Source: an optimization exercise on an open RTL-to-GDS flow (aim: small area). Production flows keep margins and buffers that such runs may drop.
RTL that was checked went through simulation tests only; none was proved equivalent to the original.
Function not checked in runs 1 to 3: the RTL went through the layout flow alone.
Power and IR drop assume default switching activity.

==> design/flow/design.v <==
`timescale 1ns / 1ps
module Cricket(
    input clk_fpga,
    input reset,
    input btnU,
    input sw,
    output dp,
    output [6:0] seg,
    output [3:0] an,
    output [15:0] led
    );
    reg [11:0] count;
    reg new_press, stable, now_stable;
    wire cnt_low0 = (count[10:0] == 11'd0);
    wire cnt_term = count[11] & cnt_low0;
    always @(posedge clk_fpga, posedge reset) begin
        if (reset) begin
            count <= 0;
            new_press <= 0;
            stable <= 0;
        end else if (btnU == new_press) begin
            if (cnt_term)
                stable <= btnU;
            else
                count <= {count[10:0], count[11] ^ count[7] ^ count[1] ^ count[0] ^ cnt_low0};
        end else begin
            count <= 0;
            new_press <= btnU;
        end
    end
    always @(posedge clk_fpga, posedge reset)
        if (reset) now_stable <= 0;
        else now_stable <= stable;
    wire delivery = stable & ~now_stable;
    reg [5:0] shift;
    reg shift0_d;    
    always @(posedge clk_fpga) begin
        if (reset) shift <= 6'b111111;
        else shift <= {shift[1] ^ shift[4], shift[5:1]};
        shift0_d <= shift[0];
    end
    wire [3:0] q  = shift[3:0];
    wire [3:0] qp = {shift[2:0], shift0_d};    
    reg [8:0] cnt;      
    reg [2:0] ph;       
    reg [4:0] hb;       
    wire cnt_end = (cnt == 9'd33);      
    always @(posedge clk_fpga, posedge reset) begin
        if (reset) begin
            cnt <= 0;
            ph <= 3'd1;
            hb <= 0;
        end else if (cnt_end) begin
            cnt <= 0;
            ph <= ph + 1'b1;
            hb <= (hb == 5'd20) ? 5'd0 : {hb[3:0], ~(hb[4] ^ hb[2])};    
        end else
            cnt <= {cnt[7:0], ~(cnt[8] ^ cnt[4])};
    end
    wire [1:0] digit = ph[2:1];
    reg [4:0] sc;
    wire sc_step = (ph == 3'd5) && (hb == 5'd0) && (cnt == 9'd0);    
    always @(posedge clk_fpga, posedge reset) begin
        if (reset)
            sc <= 0;
        else if (sc_step)
            sc <= (sc == 5'd14) ? 5'd31 : (sc == 5'd31) ? 5'd15 : sc + 1'b1;
    end
    reg [15:0] scroll;
    integer i;
    always @(*) begin
        for (i = 0; i < 16; i = i + 1)
            scroll[i] = sc[4] ? (sc[3:0] != i) : ((sc[3:0] > i) || (sc[3:0] == 4'd15));
    end
    reg [1:0] t1h, t2h;          
    reg [3:0] t1t, t2t;          
    reg [3:0] t1o, t2o;          
    reg [3:0] t1w, t2w;          
    reg [6:0] b1, b2;            
    reg selD;                    
    reg selL;                    
    reg pend;                    
    reg pendb;                   
    reg G;                       
    reg inningOver;
    wire [1:0] ch = selD ? t2h : t1h;
    wire [3:0] ct = selD ? t2t : t1t;
    wire [3:0] co = selD ? t2o : t1o;
    wire [3:0] cw = selD ? t2w : t1w;
    wire [6:0] cb = selL ? b2 : b1;
    wire over1 = (t1w >= 4'd10) || (b1 >= 7'd120);
    wire over2 = (t2w >= 4'd10) || (b2 >= 7'd120);
    wire gameOver = G | (over1 & over2);
    wire winner = ~({t1h, t1t, t1o} > {t2h, t2t, t2o});
    reg [2:0] d;
    always @(*) begin
        case (qp)
            3, 4, 5, 6: d = 3'd1;
            7, 8, 9:    d = 3'd2;
            10:         d = 3'd3;
            11:         d = 3'd4;
            12:         d = 3'd6;
            default:    d = 3'd0;
        endcase
    end
    wire wk = (qp == 4'd15);
    wire [4:0] o_sum = co + d;
    wire o_carry = (o_sum >= 5'd10);
    wire wrap = (ch == 2'd2) && (ct == 4'd5) && (o_sum >= 5'd6);
    wire [3:0] n_o = wrap ? o_sum - 5'd6 : o_carry ? o_sum - 5'd10 : o_sum[3:0];
    wire t_carry = o_carry && (ct == 4'd9);
    wire [3:0] n_t = (wrap || t_carry) ? 4'd0 : ct + o_carry;
    wire [1:0] n_h = wrap ? 2'd0 : ch + t_carry;
    wire [3:0] n_w = cw + wk;
    always @(posedge clk_fpga, posedge reset) begin
        if (reset) begin
            t1h <= 0; t1t <= 0; t1o <= 0; t1w <= 0;
            t2h <= 0; t2t <= 0; t2o <= 0; t2w <= 0;
            b1 <= 0; b2 <= 0;
            selD <= 0; selL <= 0;
            pend <= 0; pendb <= 0;
            G <= 0;
        end else begin
            if (pend && !selD) begin
                t1h <= n_h; t1t <= n_t; t1o <= n_o; t1w <= n_w;
            end
            if (pend && selD) begin
                t2h <= n_h; t2t <= n_t; t2o <= n_o; t2w <= n_w;
            end
            if (pendb && !selL) b1 <= cb + 1'b1;
            if (pendb && selL) b2 <= cb + 1'b1;
            if (!(delivery && cw >= 4'd10)) selD <= sw;
            if (!(delivery && inningOver)) selL <= sw;
            pend <= delivery && !gameOver && (cw < 4'd10);
            pendb <= delivery && !gameOver && !inningOver && (q != 4'd13) && (q != 4'd14);
            G <= gameOver;
        end
    end
    always @(posedge clk_fpga)
        inningOver <= (cw >= 4'd10) || (cb >= 7'd120);
    assign led = G ? scroll : {9'd0, cb};
    reg [3:0] dig;
    always @(*) begin
        if (gameOver)
            case (digit)
                2'd0: dig = 4'd0;
                2'd1: dig = winner ? 4'd2 : 4'd1;
                2'd2: dig = 4'd0;
                2'd3: dig = 4'd15;
            endcase
        else if (inningOver)
            case (digit)
                2'd0: dig = 4'd14;
                2'd1: dig = 4'd0;
                2'd2: dig = 4'd13;
                2'd3: dig = 4'd12;
            endcase
        else
            case (digit)
                2'd0: dig = (cw >= 4'd10) ? cw - 4'd10 : cw;
                2'd1: dig = co;
                2'd2: dig = ct;
                2'd3: dig = {2'b00, ch};
            endcase
    end
    reg [6:0] segs;
    always @(*) begin
        case (dig)
            0: segs = 7'b100_0000;
            1: segs = 7'b111_1001;
            2: segs = 7'b010_0100;
            3: segs = 7'b011_0000;
            4: segs = 7'b001_1001;
            5: segs = 7'b001_0010;
            6: segs = 7'b000_0010;
            7: segs = 7'b111_1000;
            8: segs = 7'b000_0000;
            9: segs = 7'b001_0000;
            10: segs = 7'b000_1000;
            11: segs = 7'b000_0011;
            12: segs = 7'b101_1111;
            13: segs = 7'b100_1111;
            14: segs = 7'b111_1101;
            15: segs = 7'b000_0111;
        endcase
    end
    assign seg = segs;
    assign an = ~(4'b0001 << digit);
    assign dp = ~(digit == 2'd1);
endmodule
==> design/flow/run.sh <==
#!/bin/bash
# synth_recipe.tcl (not shown) runs the flow's synth.tcl, then flattens the netlist and writes it again
# the make line also repeats each setting of config.mk as NAME=value (left out here)
make -C /OpenROAD-flow-scripts/flow DESIGN_CONFIG=/design/flow/config.mk WORK_HOME=/design/flow/orfs CLKGATE_MAP_FILE= SYNTH_SCRIPT=/design/flow/synth_recipe.tcl finish
==> design/flow/config.mk <==
export PLATFORM = sky130hd
export DESIGN_NAME = Cricket
export DESIGN_NICKNAME = Cricket
export VERILOG_FILES = /design/flow/design.v
export SDC_FILE = /design/flow/constraint.sdc
export NUM_CORES = 4
export LEC_CHECK = 0
export CAP_MARGIN = 20
export CORE_MARGIN = 2
export CORE_UTILIZATION = 40
export SLEW_MARGIN = 20
==> design/flow/constraint.sdc <==
create_clock -name core_clock -period 12.0 [get_ports {clk_fpga}]
set_input_delay 2.4000 -clock core_clock [delete_from_list [all_inputs] [get_ports {clk_fpga}]]
set_output_delay 2.4000 -clock core_clock [all_outputs]
set_load 0.01 [all_outputs]
==> results of run 1 <==
-- Yosys cell counts, types with 8 or more instances --
master,number
sky130_fd_sc_hd__mux2i_1,12
sky130_fd_sc_hd__inv_1,40
sky130_fd_sc_hd__ha_1,36
sky130_fd_sc_hd__nand3_1,16
sky130_fd_sc_hd__nand2_1,62
sky130_fd_sc_hd__mux2_2,17
sky130_fd_sc_hd__o21ai_0,36
sky130_fd_sc_hd__nor2b_1,11
sky130_fd_sc_hd__and2_1,21
sky130_fd_sc_hd__clkbuf_1,25
sky130_fd_sc_hd__a22o_1,8
sky130_fd_sc_hd__a21oi_1,26
sky130_fd_sc_hd__nor2_1,36
sky130_fd_sc_hd__xnor2_1,19
sky130_fd_sc_hd__xor2_1,11
sky130_fd_sc_hd__dfxtp_1,8
sky130_fd_sc_hd__a31oi_1,12
sky130_fd_sc_hd__dfrtp_1,83
-- per-stage QoR --
stage          utilization  cells  hold slack, ps  instance area, µm²  setup slack, ps
6_report             0.456    795             380                6270             5420
5_1_grt              0.456    795             396                6270             5090
4_1_cts              0.456    795             384                6270             5410
3_5_place_dp         0.435    779             368                5990             5820
3_3_place_gp         0.435    779             358                5990             5940
2_1_floorplan            -    597             388                5580             6860
-- sequential cells by signal (all words and copies together), names as in the netlist, 3 cells and up --
| name | flops |
|---|---|
| cnt | 9 |
| b1 | 7 |
| ph | 3 |
| t2o | 4 |
| t2w | 4 |
| count | 12 |
| b2 | 7 |
| sc | 5 |
| t2t | 4 |
| t1o | 4 |
| t1t | 4 |
| t1w | 4 |
| shift | 6 |
| hb | 5 |
-- final timing paths --
check,end,slack (ps),cells after the start
hold / removal,cnt[7],380,0
setup reg to reg,t1h[1],7920,11
setup / recovery,seg[6],5420,12
min in group asynchronous,t1o[0],2450,2
max in group asynchronous,hb[0],8400,3
hold reg to reg,cnt[7],380,0
-- cell families after synthesis --
| kind of cell | share of synthesized area |
|---|---|
| xor gates and xnor gates | 0.0471 |
| buffers and inverters | 0.0509 |
| adders and majority gates | 0.0843 |
| and+or+nand+nor | 0.176 |
| muxes | 0.0700 |
| AOI/OAI and AO/OA | 0.166 |
| DFF | 0.406 |
-- power by group through the flow --
stage	Clock [mW]	Combinational (mW)	Sequential, mW
6_report	0.275	0.0313	0.320
3_5_place_dp	0	0.0323	0.326
4_1_cts	0.284	0.0323	0.320
2_1_floorplan	0	0.0263	0.323
3_3_place_gp	0	0.0312	0.326
5_1_grt	0.298	0.0358	0.321
-- worst max-delay path: cells and delay by family (launching register included) --
kind,cells,cell delay (ps)
AO/OA/AOI/OAI,5,1610
flip-flops,1,390
adder cells (fa/ha/maj),2,580
AND/OR/NAND/NOR,2,500
buffers and inverters,3,760
-- layout make-up --
type                    count  area (µm²)
clock buffers              10         229
clock inverters             6        53.8
fillers                  1340        7500
inverters                  41         155
multi-input cells         434        3030
flip-flops and latches     92        2260
well taps                 180         225
repair buffers             32         318
-- per-layer routing --
metal	wire length [µm]	part of all wire	GRT usage
met5	0	0	0
met4	152	0.012	0.0467
met3	509	0.041	0.0351
met2	5690	0.46	0.279
met1	6080	0.49	0.255
==> impl_metrics.xml, run 1 <==
<?xml version="1.0" encoding="UTF-8"?>
<metrics>
  <group name="synth">
    <metric name="synthesis.instances" unit="">597</metric>
    <metric name="netlist_top_cells_area" unit="">sky130_fd_sc_hd__dfrtp_1 37%, sky130_fd_sc_hd__ha_1 8.1%, sky130_fd_sc_hd__nand2_1 4.2%, sky130_fd_sc_hd__mux2_2 3.4%, sky130_fd_sc_hd__o21ai_0 3.2%</metric>
    <metric name="post_synth.cell_area_avg" unit="µm²">9.34</metric>
    <metric name="synth.yosys.seq_area_share" unit="">0.406</metric>
    <metric name="number_of_enable_type_register_cells_in_the_synthesized_netlist" unit="">0</metric>
    <metric name="synth_fp_nets" unit="">638</metric>
    <metric name="ys_ff_latch" unit="">92</metric>
    <metric name="syn_area" unit="mm²">0.00558</metric>
    <metric name="async_reset_ff_frac" unit="">0.913</metric>
    <metric name="synth_top_flop_cell" unit="">sky130_fd_sc_hd__dfrtp_1</metric>
    <metric name="cell_taking_the_most_area_after_synthesis" unit="">sky130_fd_sc_hd__dfrtp_1</metric>
    <metric name="synth.top_cell.area_share" unit="">0.372</metric>
    <metric name="synth.distinct_cells" unit="">70</metric>
    <metric name="synth-warning-count" unit="">1</metric>
  </group>
  <group name="global_routing">
    <metric name="via_count_of_the_first_global_routing_pass" unit="">4192</metric>
    <metric name="grt_pass1_wl" unit="mm">21.2</metric>
    <metric name="grt_start_max_net_pins" unit="">68</metric>
    <metric name="antenna_found_initial" unit="">0</metric>
    <metric name="grt_use_total" unit="">0.179</metric>
    <metric name="overflow" unit="">0</metric>
  </group>
  <group name="cells_and_area">
    <metric name="num_antenna_cells" unit="">0</metric>
    <metric name="fraction_of_final_layout_cells_with_drive_strength_greater_than_1" unit="">0.0878</metric>
    <metric name="area_growth" unit="%">12.5</metric>
    <metric name="most-common-layout-cells" unit="">83 x sky130_fd_sc_hd__dfrtp_1, 62 x sky130_fd_sc_hd__nand2_1, 39 x sky130_fd_sc_hd__inv_1</metric>
    <metric name="most_common_cell_after_layout_fill_and_taps_aside" unit="">sky130_fd_sc_hd__dfrtp_1</metric>
    <metric name="final_net_count" unit="">651</metric>
  </group>
  <group name="setup_path">
    <metric name="cp.arrival" unit="ps">4180</metric>
    <metric name="critPathRequiredTime" unit="ps">9600</metric>
    <metric name="worst_path_max_delay_cell" unit="">sky130_fd_sc_hd__a2111oi_0</metric>
    <metric name="worstPathCellList" unit="">inv_1 -&gt; ha_1 -&gt; a21oi_1 -&gt; o21ai_0 -&gt; a2111oi_0 -&gt; nor3_1 -&gt; o21ai_0 -&gt; inv_1 -&gt; ha_1 -&gt; or3b_1 -&gt; o211ai_1 -&gt; clkdlybuf4s50_1</metric>
    <metric name="path_class" unit="">flop to output port</metric>
    <metric name="cp-end-kind" unit="">output port</metric>
    <metric name="worst_setup_path_startpoint" unit="">t2t[1]</metric>
    <metric name="critical_path.max_fanout" unit="">5</metric>
    <metric name="cpPeakStageDelay" unit="ps">700</metric>
    <metric name="regToRegStartpoint" unit="">selD</metric>
    <metric name="start_kind" unit="">flop</metric>
  </group>
  <group name="floorplan">
    <metric name="die_height" unit="µm">122</metric>
    <metric name="floorplan.initialDensity" unit="">0.405</metric>
    <metric name="chipWidth" unit="µm">122</metric>
    <metric name="row_count" unit="">43</metric>
    <metric name="core_region_area" unit="mm²">0.0138</metric>
    <metric name="fp.dieArea" unit="mm²">0.0149</metric>
    <metric name="num_io_pins" unit="">32</metric>
  </group>
  <group name="power">
    <metric name="intPower" unit="mW">0.473</metric>
    <metric name="leak_pwr" unit="nW">2.85</metric>
    <metric name="comb_power_share" unit="">0.050</metric>
    <metric name="design_power_total" unit="mW">0.626</metric>
    <metric name="switching_share" unit="">0.245</metric>
    <metric name="clock_power_share" unit="">0.439</metric>
    <metric name="power.ir.vdd_worst" unit="V">0.0000685</metric>
    <metric name="power_switching" unit="mW">0.154</metric>
    <metric name="sequentialPowerShare" unit="">0.511</metric>
    <metric name="powerDensity" unit="mW/mm²">99.8</metric>
  </group>
  <group name="clock_network">
    <metric name="clock_sink_count" unit="">92</metric>
    <metric name="clock-root-buffer" unit="">sky130_fd_sc_hd__clkbuf_16</metric>
    <metric name="postCtsSetupRepairBufs" unit="">0</metric>
    <metric name="holdBufCountCts" unit="">0</metric>
    <metric name="cts_tree" unit="">built</metric>
    <metric name="worstSkewPairLatency" unit="ps">350</metric>
    <metric name="cts_made_buffers" unit="">9</metric>
    <metric name="cts_repair_resize_count" unit="">0</metric>
    <metric name="cts_max_path_buffers" unit="">2</metric>
    <metric name="worst_setup_hold_path_clk_slew" unit="ps">70</metric>
    <metric name="cts_max_level" unit="">3</metric>
  </group>
  <group name="routing">
    <metric name="initialDrtViolationCount" unit="">419</metric>
    <metric name="routed_wire_length_per_instance" unit="µm">15.6</metric>
    <metric name="drt_first_pass_iters" unit="">5</metric>
    <metric name="routed-via-count" unit="">4369</metric>
    <metric name="detail_route.drc_violations" unit="">0</metric>
    <metric name="route.detailed.vias_per_inst" unit="">5.50</metric>
    <metric name="route.final.wire_length" unit="mm">12.4</metric>
    <metric name="detail-route-antenna-nets" unit="">0</metric>
  </group>
  <group name="placed_design">
    <metric name="io_buffer_count" unit="">31</metric>
    <metric name="routabilityCongestion" unit="">0.897</metric>
    <metric name="dp.final_hpwl" unit="mm">8.99</metric>
  </group>
  <group name="min_path">
    <metric name="holdCritPathClass" unit="">flop to flop</metric>
    <metric name="worst_hold_startpoint" unit="">cnt[6]</metric>
  </group>
  <group name="timing">
    <metric name="grt_setup_unrepaired" unit="">false</metric>
    <metric name="layout_worst_path_cycle_share" unit="">0.549</metric>
    <metric name="total_negative_setup_slacks" unit="ps">0</metric>
    <metric name="min_period" unit="ps">6580</metric>
    <metric name="slew_viol_final" unit="">0</metric>
    <metric name="worst_slew_margin_rel" unit="">0.347</metric>
    <metric name="maxClockFrequency" unit="MHz">152</metric>
    <metric name="worst_slew_pin_slew" unit="ps">979</metric>
    <metric name="final_hold_violating_endpoints" unit="">0</metric>
    <metric name="setup-violations-final" unit="">0</metric>
    <metric name="fin_skew" unit="ps">5.06</metric>
  </group>
  <group name="run">
    <metric name="max_cap_violations" unit="">0</metric>
  </group>
  <group name="status">
    <metric name="outcome" unit="">finished clean</metric>
  </group>
</metrics>
==> run 2, diff against run 1 <==
--- a/design/flow/design.v
+++ b/design/flow/design.v
@@ -14,5 +14,5 @@
     wire cnt_low0 = (count[10:0] == 11'd0);
     wire cnt_term = count[11] & cnt_low0;
-    always @(posedge clk_fpga, posedge reset) begin
+    always @(posedge clk_fpga) begin
         if (reset) begin
             count <= 0;
@@ -29,5 +29,5 @@
         end
     end
-    always @(posedge clk_fpga, posedge reset)
+    always @(posedge clk_fpga)
         if (reset) now_stable <= 0;
         else now_stable <= stable;
@@ -46,5 +46,5 @@
     reg [4:0] hb;       
     wire cnt_end = (cnt == 9'd33);      
-    always @(posedge clk_fpga, posedge reset) begin
+    always @(posedge clk_fpga) begin
         if (reset) begin
             cnt <= 0;
@@ -61,5 +61,5 @@
     reg [4:0] sc;
     wire sc_step = (ph == 3'd5) && (hb == 5'd0) && (cnt == 9'd0);    
-    always @(posedge clk_fpga, posedge reset) begin
+    always @(posedge clk_fpga) begin
         if (reset)
             sc <= 0;
@@ -113,5 +113,5 @@
     wire [1:0] n_h = wrap ? 2'd0 : ch + t_carry;
     wire [3:0] n_w = cw + wk;
-    always @(posedge clk_fpga, posedge reset) begin
+    always @(posedge clk_fpga) begin
         if (reset) begin
             t1h <= 0; t1t <= 0; t1o <= 0; t1w <= 0;
@@ -138,5 +138,5 @@
     end
     always @(posedge clk_fpga)
-        inningOver <= (cw >= 4'd10) || (cb >= 7'd120);
+        inningOver <= !reset && ((cw >= 4'd10) || (cb >= 7'd120));
     assign led = G ? scroll : {9'd0, cb};
     reg [3:0] dig;
==> impl_metrics.xml, run 2 <==
<?xml version="1.0" encoding="UTF-8"?>
<metrics>
  <group name="status">
    <metric name="outcome" unit="">finished clean</metric>
  </group>
  <group name="floorplan">
    <metric name="row_count" unit="">43</metric>
    <metric name="die_height" unit="µm">123</metric>
    <metric name="core_region_area" unit="mm²">0.0139</metric>
    <metric name="chipWidth" unit="µm">123</metric>
    <metric name="num_io_pins" unit="">32</metric>
    <metric name="fp.dieArea" unit="mm²">0.0152</metric>
    <metric name="floorplan.initialDensity" unit="">0.409</metric>
  </group>
  <group name="synth">
    <metric name="synth-warning-count" unit="">1</metric>
    <metric name="netlist_top_cells_area" unit="">sky130_fd_sc_hd__dfxtp_1 32%, sky130_fd_sc_hd__ha_1 7.9%, sky130_fd_sc_hd__a21oi_1 4.3%, sky130_fd_sc_hd__nand2_1 4.0%, sky130_fd_sc_hd__nor2_1 4.0%</metric>
    <metric name="synth_top_flop_cell" unit="">sky130_fd_sc_hd__dfxtp_1</metric>
    <metric name="most_common_cell_in_the_netlist" unit="">sky130_fd_sc_hd__dfxtp_1</metric>
    <metric name="synthesis.instances" unit="">683</metric>
    <metric name="async_reset_ff_frac" unit="">0</metric>
    <metric name="syn_area" unit="mm²">0.00568</metric>
    <metric name="synth.distinct_cells" unit="">75</metric>
    <metric name="cell_taking_the_most_area_after_synthesis" unit="">sky130_fd_sc_hd__dfxtp_1</metric>
    <metric name="synth_fp_nets" unit="">724</metric>
    <metric name="number_of_enable_type_register_cells_in_the_synthesized_netlist" unit="">0</metric>
    <metric name="synth.top_cell.area_share" unit="">0.324</metric>
    <metric name="ys_ff_latch" unit="">92</metric>
    <metric name="post_synth.cell_area_avg" unit="µm²">8.31</metric>
    <metric name="synth.cells.most_frequent" unit="">92 x sky130_fd_sc_hd__dfxtp_1, 61 x sky130_fd_sc_hd__nand2_1, 61 x sky130_fd_sc_hd__nor2_1</metric>
    <metric name="synth.yosys.seq_area_share" unit="">0.324</metric>
  </group>
  <group name="setup_path">
    <metric name="critPathRequiredTime" unit="ps">9600</metric>
    <metric name="r2r-end" unit="">t2t[2]</metric>
    <metric name="reg2regPathDepth" unit="">17</metric>
    <metric name="worst_setup_path_startpoint" unit="">selD</metric>
    <metric name="critical_path.max_fanout" unit="">31</metric>
    <metric name="regToRegStartpoint" unit="">shift[2]</metric>
    <metric name="rrSetupSlack" unit="ps">7590</metric>
    <metric name="cp.arrival" unit="ps">3820</metric>
    <metric name="start_kind" unit="">flop</metric>
    <metric name="path_class" unit="">flop to output port</metric>
    <metric name="crit_end" unit="">seg[4]</metric>
    <metric name="cp-end-kind" unit="">output port</metric>
  </group>
  <group name="placed_design">
    <metric name="dp.final_hpwl" unit="mm">9.25</metric>
    <metric name="dp_cells" unit="">855</metric>
    <metric name="io_buffer_count" unit="">31</metric>
    <metric name="detailed_place.area" unit="mm²">0.00601</metric>
    <metric name="post_place_setup_slack" unit="ps">6180</metric>
    <metric name="routabilityCongestion" unit="">0.874</metric>
  </group>
  <group name="routing">
    <metric name="wl_met2" unit="mm">6.11</metric>
    <metric name="routed_wire_length_per_instance" unit="µm">14.9</metric>
    <metric name="routed-via-count" unit="">4721</metric>
    <metric name="route.met3.wl" unit="µm">511</metric>
    <metric name="detail-route-antenna-nets" unit="">0</metric>
    <metric name="highest-signal-layer" unit="">met4</metric>
    <metric name="route.final.wire_length" unit="mm">13.0</metric>
    <metric name="detail_route.drc_violations" unit="">0</metric>
    <metric name="route.detailed.vias_per_inst" unit="">5.42</metric>
    <metric name="initialDrtViolationCount" unit="">332</metric>
    <metric name="routedLengthMet1" unit="mm">6.15</metric>
    <metric name="drt_first_pass_iters" unit="">4</metric>
  </group>
  <group name="timing">
    <metric name="grt_setup_unrepaired" unit="">false</metric>
    <metric name="fin_skew" unit="ps">11.4</metric>
    <metric name="final_hold_violating_endpoints" unit="">0</metric>
    <metric name="min_period" unit="ps">6220</metric>
    <metric name="maxClockFrequency" unit="MHz">161</metric>
    <metric name="layout_worst_path_cycle_share" unit="">0.519</metric>
    <metric name="setup-violations-final" unit="">0</metric>
    <metric name="worst_slew_pin_slew" unit="ps">824</metric>
    <metric name="layout_setup_ws" unit="ps">5780</metric>
    <metric name="worst_slew_margin_rel" unit="">0.451</metric>
    <metric name="total_negative_setup_slacks" unit="ps">0</metric>
    <metric name="fin_hold_ws" unit="ps">411</metric>
    <metric name="slew_viol_final" unit="">0</metric>
  </group>
  <group name="power">
    <metric name="power.ir.vdd_worst" unit="V">0.000103</metric>
    <metric name="design_power_total" unit="mW">0.674</metric>
    <metric name="powerDensity" unit="mW/mm²">106</metric>
    <metric name="leak_pwr" unit="nW">2.42</metric>
  </group>
  <group name="cells_and_area">
    <metric name="most-common-layout-cells" unit="">92 x sky130_fd_sc_hd__dfxtp_1, 61 x sky130_fd_sc_hd__nand2_1, 61 x sky130_fd_sc_hd__nor2_1</metric>
    <metric name="area_growth" unit="%">11.9</metric>
    <metric name="layout.cell_area.non_filler" unit="mm²">0.00635</metric>
    <metric name="biggest_registers_after_layout" unit="">count (12), cnt (9)</metric>
    <metric name="final_net_count" unit="">727</metric>
    <metric name="largest_register_ff_count" unit="">12</metric>
    <metric name="final_core_utilization" unit="">0.458</metric>
    <metric name="fraction_of_final_layout_cells_with_drive_strength_greater_than_1" unit="">0.0767</metric>
    <metric name="num_antenna_cells" unit="">0</metric>
    <metric name="most_common_cell_after_layout_fill_and_taps_aside" unit="">sky130_fd_sc_hd__dfxtp_1</metric>
    <metric name="top_register" unit="">count</metric>
    <metric name="final_cells" unit="">871</metric>
    <metric name="num-fill-cells" unit="">1408</metric>
  </group>
  <group name="clock_network">
    <metric name="cts_made_buffers" unit="">9</metric>
    <metric name="clock_sink_count" unit="">92</metric>
    <metric name="worstSkewPairLatency" unit="ps">350</metric>
    <metric name="cts_tree" unit="">built</metric>
    <metric name="cts_repair_resize_count" unit="">0</metric>
    <metric name="cts_max_path_buffers" unit="">2</metric>
    <metric name="clock-root-buffer" unit="">sky130_fd_sc_hd__clkbuf_16</metric>
    <metric name="postCtsSetupRepairBufs" unit="">0</metric>
    <metric name="cts_max_level" unit="">3</metric>
    <metric name="worst_setup_hold_path_clk_slew" unit="ps">70</metric>
    <metric name="holdBufCountCts" unit="">0</metric>
  </group>
  <group name="global_routing">
    <metric name="antenna_found_initial" unit="">0</metric>
    <metric name="grt_use_total" unit="">0.184</metric>
    <metric name="grt_start_max_net_pins" unit="">82</metric>
    <metric name="overflow" unit="">0</metric>
    <metric name="grt_pass1_wl" unit="mm">22.4</metric>
    <metric name="via_count_of_the_first_global_routing_pass" unit="">4584</metric>
  </group>
  <group name="min_path">
    <metric name="holdCritPathClass" unit="">flop to flop</metric>
    <metric name="hold_depth" unit="">1</metric>
  </group>
  <group name="run">
    <metric name="max_cap_violations" unit="">0</metric>
  </group>
</metrics>
## run 2: worst max-delay path: stages, from the launching register on
cell and delay [ps]:
sky130_fd_sc_hd__dfxtp_1 330, sky130_fd_sc_hd__buf_4 340, sky130_fd_sc_hd__mux2_2 430, sky130_fd_sc_hd__a32oi_1 200, sky130_fd_sc_hd__a32o_1 230, sky130_fd_sc_hd__nor2_1 60, sky130_fd_sc_hd__a31oi_1 350, sky130_fd_sc_hd__inv_1 120
sky130_fd_sc_hd__ha_1 270, sky130_fd_sc_hd__or4_1 530, sky130_fd_sc_hd__o211a_1 140, sky130_fd_sc_hd__clkdlybuf4s50_1 480
## run 2: kinds of logic (layout without fill, tap and decap cells)
logic type / Yosys count / in the layout / share of synthesized area
AO/OA/AOI/OAI: 149 / 149 / 0.180
XOR/XNOR: 27 / 27 / 0.0430
adder cells (fa/ha/maj): 37 / 37 / 0.0829
buffers and inverters: 80 / 88 / 0.0644
flip-flops: 92 / 92 / 0.324
multiplexers: 35 / 35 / 0.0672
AND/OR/NAND/NOR: 263 / 263 / 0.238
## run 2: per-layer routing
metal / GRT usage / up-vias
met5: 0 / -
met4: 0.0575 / 0
met3: 0.0494 / 18
met2: 0.289 / 57
met1: 0.247 / 2241
li1: - / 2405
## run 2: how the worst min path moves through the flow
| stage | start | end |
|---|---|---|
| global route | shift[5] | shift[4] |
| global placement | shift[5] | shift[4] |
| detailed placement | shift[5] | shift[4] |
| finish | shift[5] | shift[4] |
| floorplan | shift[5] | shift[4] |
| CTS | shift[5] | shift[4] |
## run 2: layout make-up
cell class,count,area (µm²),area share
Inverter,39,146,0.0230
Tap cell,180,225,0.0355
Clock buffer,9,225,0.0355
Clock inverter,7,121,0.0191
Timing Repair Buffer,33,320,0.0504
Multi-Input combinational cell,511,3470,0.547
Sequential cell,92,1840,0.290
## run 2: power breakdown
| part | leakage, nW | internal (mW) | total [mW] | switching (mW) |
|---|---|---|---|---|
| logic | 1.50 | 0.0128 | 0.0302 | 0.0174 |
| registers | 0.744 | 0.309 | 0.312 | 0.00376 |
| clock network | 0.170 | 0.205 | 0.331 | 0.126 |
| total | 2.42 | 0.526 | 0.674 | 0.148 |
==> run 3, diff against run 2 <==
==> design/flow/flow/run.sh (new file) <==
#!/bin/bash
# Own layout flow: the standard ORFS flow (standard.sh), with the synthesis
# mapped for area instead of speed (the 12 ns clock leaves ample slack):
#  - abc maps the combinational logic with an area-oriented script (amap),
#  - Yosys's adder cells (ha/fa) are not pre-placed, so abc maps adders too,
#  - the port buffers are the smallest buffer, sky130_fd_sc_hd__buf_1.
# Registers, their names and cell types are the standard synthesis's.
# Every tool's output goes to the ORFS logs under orfs/logs/ and to flow.log here.
set -euo pipefail
WORK=$(pwd)
SC="$WORK/scripts_own"
rm -rf "$SC"
cp -r "$FLOW_HOME/scripts" "$SC"
cp "$WORK/flow/abc_area_own.script" "$SC/abc_speed.script"
bash "$WORK/standard.sh" \
    "SCRIPTS_DIR=$SC" \
    "ADDER_MAP_FILE=" \
    "BUFFER_PORTS_ARGS=-buffer_cell sky130_fd_sc_hd__buf_1" \
    finish > "$WORK/flow.log" 2>&1
==> design/flow/flow/abc_area_own.script (new file) <==
strash
dch -f
amap
topo
==> design/flow/standard.sh (new file) <==
#!/bin/bash
# synth_recipe.tcl (not shown) runs the flow's synth.tcl, then flattens the netlist and writes it again
# the make line also repeats each setting of config.mk as NAME=value (left out here)
make -C /OpenROAD-flow-scripts/flow DESIGN_CONFIG=/design/flow/config.mk WORK_HOME=/design/flow/orfs CLKGATE_MAP_FILE= SYNTH_SCRIPT=/design/flow/synth_recipe.tcl "${@:-finish}"
removed: design/flow/run.sh
==> impl_metrics.xml, run 3 <==
<?xml version="1.0" encoding="UTF-8"?>
<metrics>
  <group name="status">
    <metric name="outcome" unit="">finished clean</metric>
  </group>
  <group name="setup_path">
    <metric name="critical_path.max_fanout" unit="">17</metric>
    <metric name="critPathRequiredTime" unit="ps">9600</metric>
    <metric name="path_class" unit="">flop to output port</metric>
    <metric name="cp.arrival" unit="ps">4190</metric>
    <metric name="cp-end-kind" unit="">output port</metric>
    <metric name="start_kind" unit="">flop</metric>
    <metric name="reg2regPathDepth" unit="">17</metric>
  </group>
  <group name="synth">
    <metric name="synth-warning-count" unit="">1</metric>
    <metric name="synthesis.instances" unit="">614</metric>
    <metric name="synth_top_flop_cell" unit="">sky130_fd_sc_hd__dfxtp_1</metric>
    <metric name="synth.top_cell.area_share" unit="">0.411</metric>
    <metric name="number_of_enable_type_register_cells_in_the_synthesized_netlist" unit="">0</metric>
    <metric name="syn_area" unit="mm²">0.00448</metric>
    <metric name="post_synth.cell_area_avg" unit="µm²">7.30</metric>
    <metric name="synth.distinct_cells" unit="">37</metric>
    <metric name="async_reset_ff_frac" unit="">0</metric>
    <metric name="synth_fp_nets" unit="">618</metric>
    <metric name="netlist_top_cells_area" unit="">sky130_fd_sc_hd__dfxtp_1 41%, sky130_fd_sc_hd__nor2_1 13%, sky130_fd_sc_hd__a22oi_1 7.4%, sky130_fd_sc_hd__clkinv_1 6.9%, sky130_fd_sc_hd__a21oi_1 4.0%</metric>
    <metric name="synth.cells.most_frequent" unit="">154 x sky130_fd_sc_hd__nor2_1, 92 x sky130_fd_sc_hd__dfxtp_1, 82 x sky130_fd_sc_hd__clkinv_1</metric>
    <metric name="ys_ff_latch" unit="">92</metric>
    <metric name="most_common_cell_in_the_netlist" unit="">sky130_fd_sc_hd__nor2_1</metric>
    <metric name="cell_taking_the_most_area_after_synthesis" unit="">sky130_fd_sc_hd__dfxtp_1</metric>
    <metric name="synth.yosys.seq_area_share" unit="">0.411</metric>
  </group>
  <group name="power">
    <metric name="power.ir.vdd_worst" unit="V">0.0000757</metric>
    <metric name="leak_pwr" unit="nW">1.67</metric>
    <metric name="powerDensity" unit="mW/mm²">109</metric>
  </group>
  <group name="floorplan">
    <metric name="num_io_pins" unit="">32</metric>
    <metric name="core_region_area" unit="mm²">0.0109</metric>
    <metric name="die_height" unit="µm">110</metric>
    <metric name="chipWidth" unit="µm">110</metric>
    <metric name="fp.dieArea" unit="mm²">0.0121</metric>
    <metric name="floorplan.initialDensity" unit="">0.412</metric>
    <metric name="row_count" unit="">38</metric>
  </group>
  <group name="timing">
    <metric name="total_negative_setup_slacks" unit="ps">0</metric>
    <metric name="final_hold_violating_endpoints" unit="">0</metric>
    <metric name="min_period" unit="ps">6590</metric>
    <metric name="fin_skew" unit="ps">17.0</metric>
    <metric name="worst_slew_pin_slew" unit="ps">948</metric>
    <metric name="worst_slew_margin_rel" unit="">0.362</metric>
    <metric name="setup-violations-final" unit="">0</metric>
    <metric name="maxClockFrequency" unit="MHz">152</metric>
    <metric name="grt_setup_unrepaired" unit="">false</metric>
    <metric name="slew_viol_final" unit="">0</metric>
    <metric name="layout_worst_path_cycle_share" unit="">0.549</metric>
  </group>
  <group name="cells_and_area">
    <metric name="most_common_cell_after_layout_fill_and_taps_aside" unit="">sky130_fd_sc_hd__nor2_1</metric>
    <metric name="register_area" unit="mm²">0.00184</metric>
    <metric name="most-common-layout-cells" unit="">154 x sky130_fd_sc_hd__nor2_1, 92 x sky130_fd_sc_hd__dfxtp_1, 82 x sky130_fd_sc_hd__clkinv_1</metric>
    <metric name="num-fill-cells" unit="">1098</metric>
    <metric name="top_register" unit="">count</metric>
    <metric name="layout.cell_area.non_filler" unit="mm²">0.00496</metric>
    <metric name="multi_input_area" unit="mm²">0.00233</metric>
    <metric name="fraction_of_final_layout_cells_with_drive_strength_greater_than_1" unit="">0.0272</metric>
    <metric name="area_growth" unit="%">10.6</metric>
    <metric name="final_net_count" unit="">662</metric>
    <metric name="num_antenna_cells" unit="">0</metric>
    <metric name="largest_register_ff_count" unit="">12</metric>
    <metric name="biggest_registers_after_layout" unit="">count (12), cnt (9)</metric>
  </group>
  <group name="global_routing">
    <metric name="via_count_of_the_first_global_routing_pass" unit="">3946</metric>
    <metric name="overflow" unit="">0</metric>
    <metric name="grt_start_max_net_pins" unit="">67</metric>
    <metric name="antenna_found_initial" unit="">0</metric>
    <metric name="grt_pass1_wl" unit="mm">18.5</metric>
    <metric name="grt_use_total" unit="">0.195</metric>
  </group>
  <group name="clock_network">
    <metric name="cts_tree" unit="">built</metric>
    <metric name="cts_max_path_buffers" unit="">2</metric>
    <metric name="clock_sink_count" unit="">92</metric>
    <metric name="cts_max_level" unit="">3</metric>
    <metric name="worstSkewPairLatency" unit="ps">380</metric>
    <metric name="cts_repair_resize_count" unit="">0</metric>
    <metric name="worst_setup_hold_path_clk_slew" unit="ps">90</metric>
    <metric name="holdBufCountCts" unit="">0</metric>
    <metric name="postCtsSetupRepairBufs" unit="">0</metric>
    <metric name="cts_made_buffers" unit="">9</metric>
    <metric name="clock-root-buffer" unit="">sky130_fd_sc_hd__clkbuf_8</metric>
  </group>
  <group name="routing">
    <metric name="initialDrtViolationCount" unit="">334</metric>
    <metric name="detail-route-antenna-nets" unit="">0</metric>
    <metric name="drt_first_pass_iters" unit="">5</metric>
    <metric name="route.detailed.vias_per_inst" unit="">5.42</metric>
    <metric name="route.final.wire_length" unit="mm">11.0</metric>
    <metric name="routed_wire_length_per_instance" unit="µm">13.7</metric>
    <metric name="routed-via-count" unit="">4349</metric>
    <metric name="detail_route.drc_violations" unit="">0</metric>
  </group>
  <group name="min_path">
    <metric name="holdCritPathClass" unit="">flop to flop</metric>
    <metric name="hold_depth" unit="">0</metric>
  </group>
  <group name="placed_design">
    <metric name="routabilityCongestion" unit="">0.868</metric>
    <metric name="detailed_place.area" unit="mm²">0.00479</metric>
    <metric name="dp.final_hpwl" unit="mm">7.94</metric>
    <metric name="io_buffer_count" unit="">31</metric>
  </group>
  <group name="run">
    <metric name="max_cap_violations" unit="">0</metric>
  </group>
</metrics>
==> run 3: cell count changes in the layout (fill, tap and decap cells not counted), sizes merged, moves of 31 or more <==
cell,change
clkinv,+82
nand3,-31
ha,-36
inv,-41
a22oi,+40
nor2,+93
==> run 3: metal layers <==
layer	GRT usage	wire length, µm
met5	0	0
met4	0.0922	255
met3	0.0486	438
met2	0.291	4840
met1	0.264	5420
==> run 3: kinds of logic (layout without fill, tap and decap cells) <==
group / count (synthesis) / count (layout) / share of synthesized area
AOI/OAI and AO/OA: 186 / 186 / 0.277
DFF: 92 / 92 / 0.411
and+or+nand+nor: 253 / 253 / 0.241
buffers and inverters: 83 / 131 / 0.0703
==> run 3: per-stage QoR <==
step	power (mW)	hold slack (ps)	setup slack (ps)	cells	utilization
after global routing	0.567	438	4990	802	0.455
after floorplan	0.349	368	6580	614	-
after CTS	0.549	405	5520	802	0.455
final	0.541	398	5410	802	0.455
after global placement	0.362	389	6210	787	0.440
after detailed placement	0.364	392	5930	787	0.440
==> run 3: cell type report <==
cell class,count,area share
Timing Repair Buffer,34,0.0283
Tap cell,140,0.0353
Clock buffer,10,0.0257
Clock inverter,5,0.00807
Sequential cell,92,0.371
Multi-Input combinational cell,439,0.469
Inverter,82,0.0621
==> run 3: path summary, 6_finish.rpt <==
path	slack, ps	end	startpoint
hold reg to reg	400	shift0_d	shift[0]
setup / recovery	5410	seg[3]	selD
hold / removal	400	shift0_d	shift[0]
setup reg to reg	7400	t2h[1]	selD
==> run 3: critical path, stage by stage, from the launching register on <==
cell                       delay, ps
sky130_fd_sc_hd__dfxtp_1         710
sky130_fd_sc_hd__clkinv_1        560
sky130_fd_sc_hd__o22ai_1         370
sky130_fd_sc_hd__clkinv_1        150
sky130_fd_sc_hd__nor2_1          140
sky130_fd_sc_hd__or3_1           140
sky130_fd_sc_hd__nor2_1           50
sky130_fd_sc_hd__nor3_1          200
sky130_fd_sc_hd__o21ai_0         140
sky130_fd_sc_hd__o21ai_0         260
sky130_fd_sc_hd__clkinv_1        300
sky130_fd_sc_hd__nor3_1          240
sky130_fd_sc_hd__or2_0           190
sky130_fd_sc_hd__nor2_1           50
sky130_fd_sc_hd__a31oi_1         130
sky130_fd_sc_hd__buf_1           170
==> run 3: report_power, final <==
part / switching (mW) / internal (mW)
logic: 0.0319 / 0.0149
clock network: 0.109 / 0.0747
registers: 0.00256 / 0.308
total: 0.144 / 0.397
==> run 4, diff against run 3 <==
--- a/design/flow/design.v
+++ b/design/flow/design.v
@@ -12,7 +12,5 @@
     reg [11:0] count;
     reg new_press, stable, now_stable;
-    wire cnt_low0 = (count[10:0] == 11'd0);
-    wire cnt_term = count[11] & cnt_low0;
-    always @(posedge clk_fpga) begin
+    always @(posedge clk_fpga, posedge reset) begin
         if (reset) begin
             count <= 0;
@@ -20,8 +18,8 @@
             stable <= 0;
         end else if (btnU == new_press) begin
-            if (cnt_term)
+            if (count == 4095)
                 stable <= btnU;
             else
-                count <= {count[10:0], count[11] ^ count[7] ^ count[1] ^ count[0] ^ cnt_low0};
+                count <= count + 1'b1;
         end else begin
             count <= 0;
@@ -29,5 +27,5 @@
         end
     end
-    always @(posedge clk_fpga)
+    always @(posedge clk_fpga, posedge reset)
         if (reset) now_stable <= 0;
         else now_stable <= stable;
@@ -43,23 +41,21 @@
     wire [3:0] qp = {shift[2:0], shift0_d};    
     reg [8:0] cnt;      
-    reg [2:0] ph;       
-    reg [4:0] hb;       
-    wire cnt_end = (cnt == 9'd33);      
-    always @(posedge clk_fpga) begin
+    reg [7:0] half;     
+    wire cnt_end = (cnt == 9'd499);
+    always @(posedge clk_fpga, posedge reset) begin
         if (reset) begin
             cnt <= 0;
-            ph <= 3'd1;
-            hb <= 0;
+            half <= 0;
         end else if (cnt_end) begin
             cnt <= 0;
-            ph <= ph + 1'b1;
-            hb <= (hb == 5'd20) ? 5'd0 : {hb[3:0], ~(hb[4] ^ hb[2])};    
+            half <= (half == 8'd199) ? 8'd0 : half + 1'b1;
         end else
-            cnt <= {cnt[7:0], ~(cnt[8] ^ cnt[4])};
+            cnt <= cnt + 1'b1;
     end
-    wire [1:0] digit = ph[2:1];
+    wire [2:0] half_p1 = half[2:0] + 1'b1;
+    wire [1:0] digit = half_p1[2:1];
     reg [4:0] sc;
-    wire sc_step = (ph == 3'd5) && (hb == 5'd0) && (cnt == 9'd0);    
-    always @(posedge clk_fpga) begin
+    wire sc_step = (half == 8'd100) && (cnt == 9'd0);
+    always @(posedge clk_fpga, posedge reset) begin
         if (reset)
             sc <= 0;
@@ -113,5 +109,5 @@
     wire [1:0] n_h = wrap ? 2'd0 : ch + t_carry;
     wire [3:0] n_w = cw + wk;
-    always @(posedge clk_fpga) begin
+    always @(posedge clk_fpga, posedge reset) begin
         if (reset) begin
             t1h <= 0; t1t <= 0; t1o <= 0; t1w <= 0;
@@ -138,5 +134,5 @@
     end
     always @(posedge clk_fpga)
-        inningOver <= !reset && ((cw >= 4'd10) || (cb >= 7'd120));
+        inningOver <= (cw >= 4'd10) || (cb >= 7'd120);
     assign led = G ? scroll : {9'd0, cb};
     reg [3:0] dig;
==> design/flow/run.sh (new file) <==
#!/bin/bash
# synth_recipe.tcl (not shown) runs the flow's synth.tcl, then flattens the netlist and writes it again
# the make line also repeats each setting of config.mk as NAME=value (left out here)
make -C /OpenROAD-flow-scripts/flow DESIGN_CONFIG=/design/flow/config.mk WORK_HOME=/design/flow/orfs CLKGATE_MAP_FILE= SYNTH_SCRIPT=/design/flow/synth_recipe.tcl finish
removed: design/flow/flow/run.sh
removed: design/flow/flow/abc_area_own.script
removed: design/flow/standard.sh
==> impl_metrics.xml, run 4 <==
<?xml version="1.0" encoding="UTF-8"?>
<metrics>
  <group name="setup_path">
    <metric name="critPathRequiredTime" unit="ps">9600</metric>
    <metric name="critical_path.max_fanout" unit="">21</metric>
    <metric name="cp-end-kind" unit="">output port</metric>
    <metric name="start_kind" unit="">flop</metric>
    <metric name="path_class" unit="">flop to output port</metric>
    <metric name="cp.arrival" unit="ps">4040</metric>
  </group>
  <group name="synth">
    <metric name="synthesis.instances" unit="">652</metric>
    <metric name="synth.cells.most_frequent" unit="">84 x sky130_fd_sc_hd__dfrtp_1, 73 x sky130_fd_sc_hd__nand2_1, 62 x sky130_fd_sc_hd__nor2_1</metric>
    <metric name="synth_top_flop_cell" unit="">sky130_fd_sc_hd__dfrtp_1</metric>
    <metric name="syn_area" unit="mm²">0.00597</metric>
    <metric name="number_of_enable_type_register_cells_in_the_synthesized_netlist" unit="">0</metric>
    <metric name="netlist_top_cells_area" unit="">sky130_fd_sc_hd__dfrtp_1 35%, sky130_fd_sc_hd__ha_1 8.4%, sky130_fd_sc_hd__nand2_1 4.6%, sky130_fd_sc_hd__nor2_1 3.9%, sky130_fd_sc_hd__xnor2_1 3.2%</metric>
    <metric name="post_synth.cell_area_avg" unit="µm²">9.16</metric>
    <metric name="synth-warning-count" unit="">1</metric>
    <metric name="synth.distinct_cells" unit="">75</metric>
    <metric name="synth_fp_nets" unit="">697</metric>
    <metric name="ys_ff_latch" unit="">92</metric>
    <metric name="most_common_cell_in_the_netlist" unit="">sky130_fd_sc_hd__dfrtp_1</metric>
    <metric name="synth.top_cell.area_share" unit="">0.352</metric>
    <metric name="synth.yosys.seq_area_share" unit="">0.379</metric>
    <metric name="async_reset_ff_frac" unit="">0.913</metric>
    <metric name="cell_taking_the_most_area_after_synthesis" unit="">sky130_fd_sc_hd__dfrtp_1</metric>
  </group>
  <group name="floorplan">
    <metric name="chipWidth" unit="µm">126</metric>
    <metric name="floorplan.initialDensity" unit="">0.411</metric>
    <metric name="fp.dieArea" unit="mm²">0.0159</metric>
    <metric name="num_io_pins" unit="">32</metric>
    <metric name="die_height" unit="µm">126</metric>
    <metric name="core_region_area" unit="mm²">0.0145</metric>
    <metric name="row_count" unit="">44</metric>
  </group>
  <group name="global_routing">
    <metric name="grt_use_met2" unit="">0.258</metric>
    <metric name="grt_start_max_net_pins" unit="">87</metric>
    <metric name="overflow" unit="">0</metric>
    <metric name="via_count_of_the_first_global_routing_pass" unit="">4626</metric>
    <metric name="global_route_track_usage_on_met1" unit="">0.243</metric>
    <metric name="top_usage_layer" unit="">met2</metric>
    <metric name="global_route.usage.met3" unit="">0.0391</metric>
    <metric name="grt_pass1_wl" unit="mm">22.4</metric>
    <metric name="antenna_found_initial" unit="">0</metric>
    <metric name="grt_use_total" unit="">0.170</metric>
  </group>
  <group name="placed_design">
    <metric name="dp.final_hpwl" unit="mm">9.25</metric>
    <metric name="io_buffer_count" unit="">31</metric>
    <metric name="routabilityCongestion" unit="">0.874</metric>
  </group>
  <group name="cells_and_area">
    <metric name="fraction_of_final_layout_cells_with_drive_strength_greater_than_1" unit="">0.0978</metric>
    <metric name="final_net_count" unit="">715</metric>
    <metric name="area_growth" unit="%">11.6</metric>
    <metric name="top_register" unit="">count</metric>
    <metric name="largest_register_ff_count" unit="">12</metric>
    <metric name="most-common-layout-cells" unit="">84 x sky130_fd_sc_hd__dfrtp_1, 73 x sky130_fd_sc_hd__nand2_1, 62 x sky130_fd_sc_hd__nor2_1</metric>
    <metric name="num-fill-cells" unit="">1389</metric>
    <metric name="biggest_registers_after_layout" unit="">count (12), cnt (9), half (8)</metric>
    <metric name="num_antenna_cells" unit="">0</metric>
    <metric name="most_common_cell_after_layout_fill_and_taps_aside" unit="">sky130_fd_sc_hd__dfrtp_1</metric>
  </group>
  <group name="timing">
    <metric name="total_negative_setup_slacks" unit="ps">0</metric>
    <metric name="slew_viol_final" unit="">0</metric>
    <metric name="maxClockFrequency" unit="MHz">155</metric>
    <metric name="fin_hold_ws" unit="ps">415</metric>
    <metric name="setup-violations-final" unit="">0</metric>
    <metric name="grt_setup_unrepaired" unit="">false</metric>
    <metric name="layout_worst_path_cycle_share" unit="">0.536</metric>
    <metric name="min_period" unit="ps">6440</metric>
    <metric name="worst_slew_margin_rel" unit="">0.286</metric>
    <metric name="worst_slew_pin_slew" unit="ps">1070</metric>
    <metric name="final_hold_violating_endpoints" unit="">0</metric>
    <metric name="fin_skew" unit="ps">8.62</metric>
  </group>
  <group name="routing">
    <metric name="route.final.wire_length" unit="mm">12.9</metric>
    <metric name="routed_wire_length_per_instance" unit="µm">15.1</metric>
    <metric name="initialDrtViolationCount" unit="">377</metric>
    <metric name="detail-route-antenna-nets" unit="">0</metric>
    <metric name="drt_first_pass_iters" unit="">5</metric>
    <metric name="routed-via-count" unit="">4613</metric>
    <metric name="route.detailed.vias_per_inst" unit="">5.37</metric>
    <metric name="detail_route.drc_violations" unit="">0</metric>
  </group>
  <group name="clock_network">
    <metric name="cts_repair_resize_count" unit="">0</metric>
    <metric name="cts_made_buffers" unit="">9</metric>
    <metric name="clock_sink_count" unit="">92</metric>
    <metric name="holdBufCountCts" unit="">0</metric>
    <metric name="worstSkewPairLatency" unit="ps">350</metric>
    <metric name="cts_max_path_buffers" unit="">2</metric>
    <metric name="postCtsSetupRepairBufs" unit="">0</metric>
    <metric name="cts_max_level" unit="">3</metric>
    <metric name="cts_tree" unit="">built</metric>
    <metric name="clock-root-buffer" unit="">sky130_fd_sc_hd__clkbuf_16</metric>
    <metric name="worst_setup_hold_path_clk_slew" unit="ps">70</metric>
  </group>
  <group name="min_path">
    <metric name="holdCritPathClass" unit="">flop to flop</metric>
  </group>
  <group name="status">
    <metric name="outcome" unit="">finished clean</metric>
  </group>
  <group name="power">
    <metric name="powerDensity" unit="mW/mm²">91.1</metric>
    <metric name="leak_pwr" unit="nW">2.90</metric>
    <metric name="power.ir.vdd_worst" unit="V">0.0000733</metric>
  </group>
  <group name="run">
    <metric name="max_cap_violations" unit="">0</metric>
  </group>
</metrics>
==> run 4: cell count changes in the layout (fill, tap and decap cells not counted), sizes merged, moves of 35 or more <==
cell and change:
nor2 -92, inv +40, a22oi -41, dfxtp -84, ha +40, nand2 +35
dfrtp +84, clkinv -80
==> run 4: layout make-up <==
cell class	instances	area [µm²]	share of cell area
sequential	92	2260	0.339
multi-input combinational	496	3430	0.514
clock inverter	6	47.5	0.00713
tap	184	230	0.0345
timing repair buffer	32	322	0.0482
inverter	39	148	0.0222
clock buffer	10	229	0.0344
==> run 4: metal layers <==
layer,wire [µm],vias to the layer above
met2,5730,74
met4,163,0
li1,-,2322
met3,445,14
met1,6600,2203
met5,0,-
==> run 4: path summary, 6_finish.rpt <==
| kind | from | cells past startpoint | slack, ps | end |
|---|---|---|---|---|
| hold reg to reg | shift[5] | 1 | 410 | shift[4] |
| max in group asynchronous | reset | 3 | 8770 | t2t[2] |
| setup / recovery | selD | 9 | 5560 | seg[6] |
| min in group asynchronous | reset | 3 | 2660 | cnt[7] |
| hold / removal | shift[5] | 1 | 410 | shift[4] |
| setup reg to reg | selD | 12 | 7760 | t2t[2] |
==> run 4: where the power goes <==
| part | internal [mW] | switching, mW | total, mW | leakage [nW] |
|---|---|---|---|---|
| Clock | 0.142 | 0.126 | 0.269 | 0.133 |
| Combinational | 0.00803 | 0.0122 | 0.0202 | 1.55 |
| Sequential | 0.313 | 0.00539 | 0.318 | 1.22 |
==> run 4: logic make-up after synthesis <==
logic type                 share of synthesized area
xor gates and xnor gates                      0.0689
adders and majority gates                     0.0872
AOI/OAI and AO/OA                              0.156
and+or+nand+nor                                0.202
buffers and inverters                         0.0473
muxes                                         0.0601
DFF                                            0.379
==> run 4: metrics by stage <==
| stage | utilization | cells | power (mW) | setup WS (ps) | instance area, µm² |
|---|---|---|---|---|---|
| 6_report | 0.459 | 859 | 0.607 | 5560 | 6670 |
| 5_1_grt | 0.459 | 859 | 0.634 | 5390 | 6670 |
| 4_1_cts | 0.458 | 859 | 0.616 | 5570 | 6660 |
| 3_5_place_dp | 0.439 | 843 | 0.345 | 5970 | 6380 |
| 3_3_place_gp | 0.439 | 843 | 0.343 | 6080 | 6380 |
| 2_1_floorplan | - | 652 | 0.339 | 7050 | 5970 |
==> run 4: worst max-delay path, stage by stage (launching register included) <==
cell and delay (ps):
sky130_fd_sc_hd__dfrtp_1 1050, sky130_fd_sc_hd__mux2_2 460, sky130_fd_sc_hd__or2b_2 290, sky130_fd_sc_hd__a31oi_1 200
sky130_fd_sc_hd__o31a_1 240, sky130_fd_sc_hd__nand2_1 160, sky130_fd_sc_hd__ha_1 250, sky130_fd_sc_hd__or3_1 380
sky130_fd_sc_hd__o211ai_1 90, sky130_fd_sc_hd__clkdlybuf4s50_1 560

[re-timing with driven ports]
How much do the figures lean on ideal ports? The routed layouts below were timed once more, with nothing changed but the port constraints.
Step 1 sets driving cells, clkbuf_16 on the clock port and buf_2 on the other inputs (assumed; they add their load-dependent delay and slew).
Step 2, shift: input delay + t, output delay - t, t = (earliest + latest rising clock arrival at the registers) / 2. This alone moves slack from input paths to output paths.
Three values: ideal, step 1, step 2; two values: the first two.
run	shift t [ns]	slack for setup (ns)	clock arrival spread, ns	slew at the worst register clock pin (ns)
run 1	0.384	5.417 / 5.380 / 5.764	0.005 / 0.005	0.07 / 0.07
run 2	0.384	5.775 / 5.735 / 6.119	0.011 / 0.011	0.07 / 0.07
run 3	0.409	5.412 / 5.377 / 5.786	0.018 / 0.018	0.10 / 0.10
run 4	0.383	5.563 / 5.524 / 5.906	0.009 / 0.009	0.07 / 0.07
After both steps setup and hold are still met in every run listed.
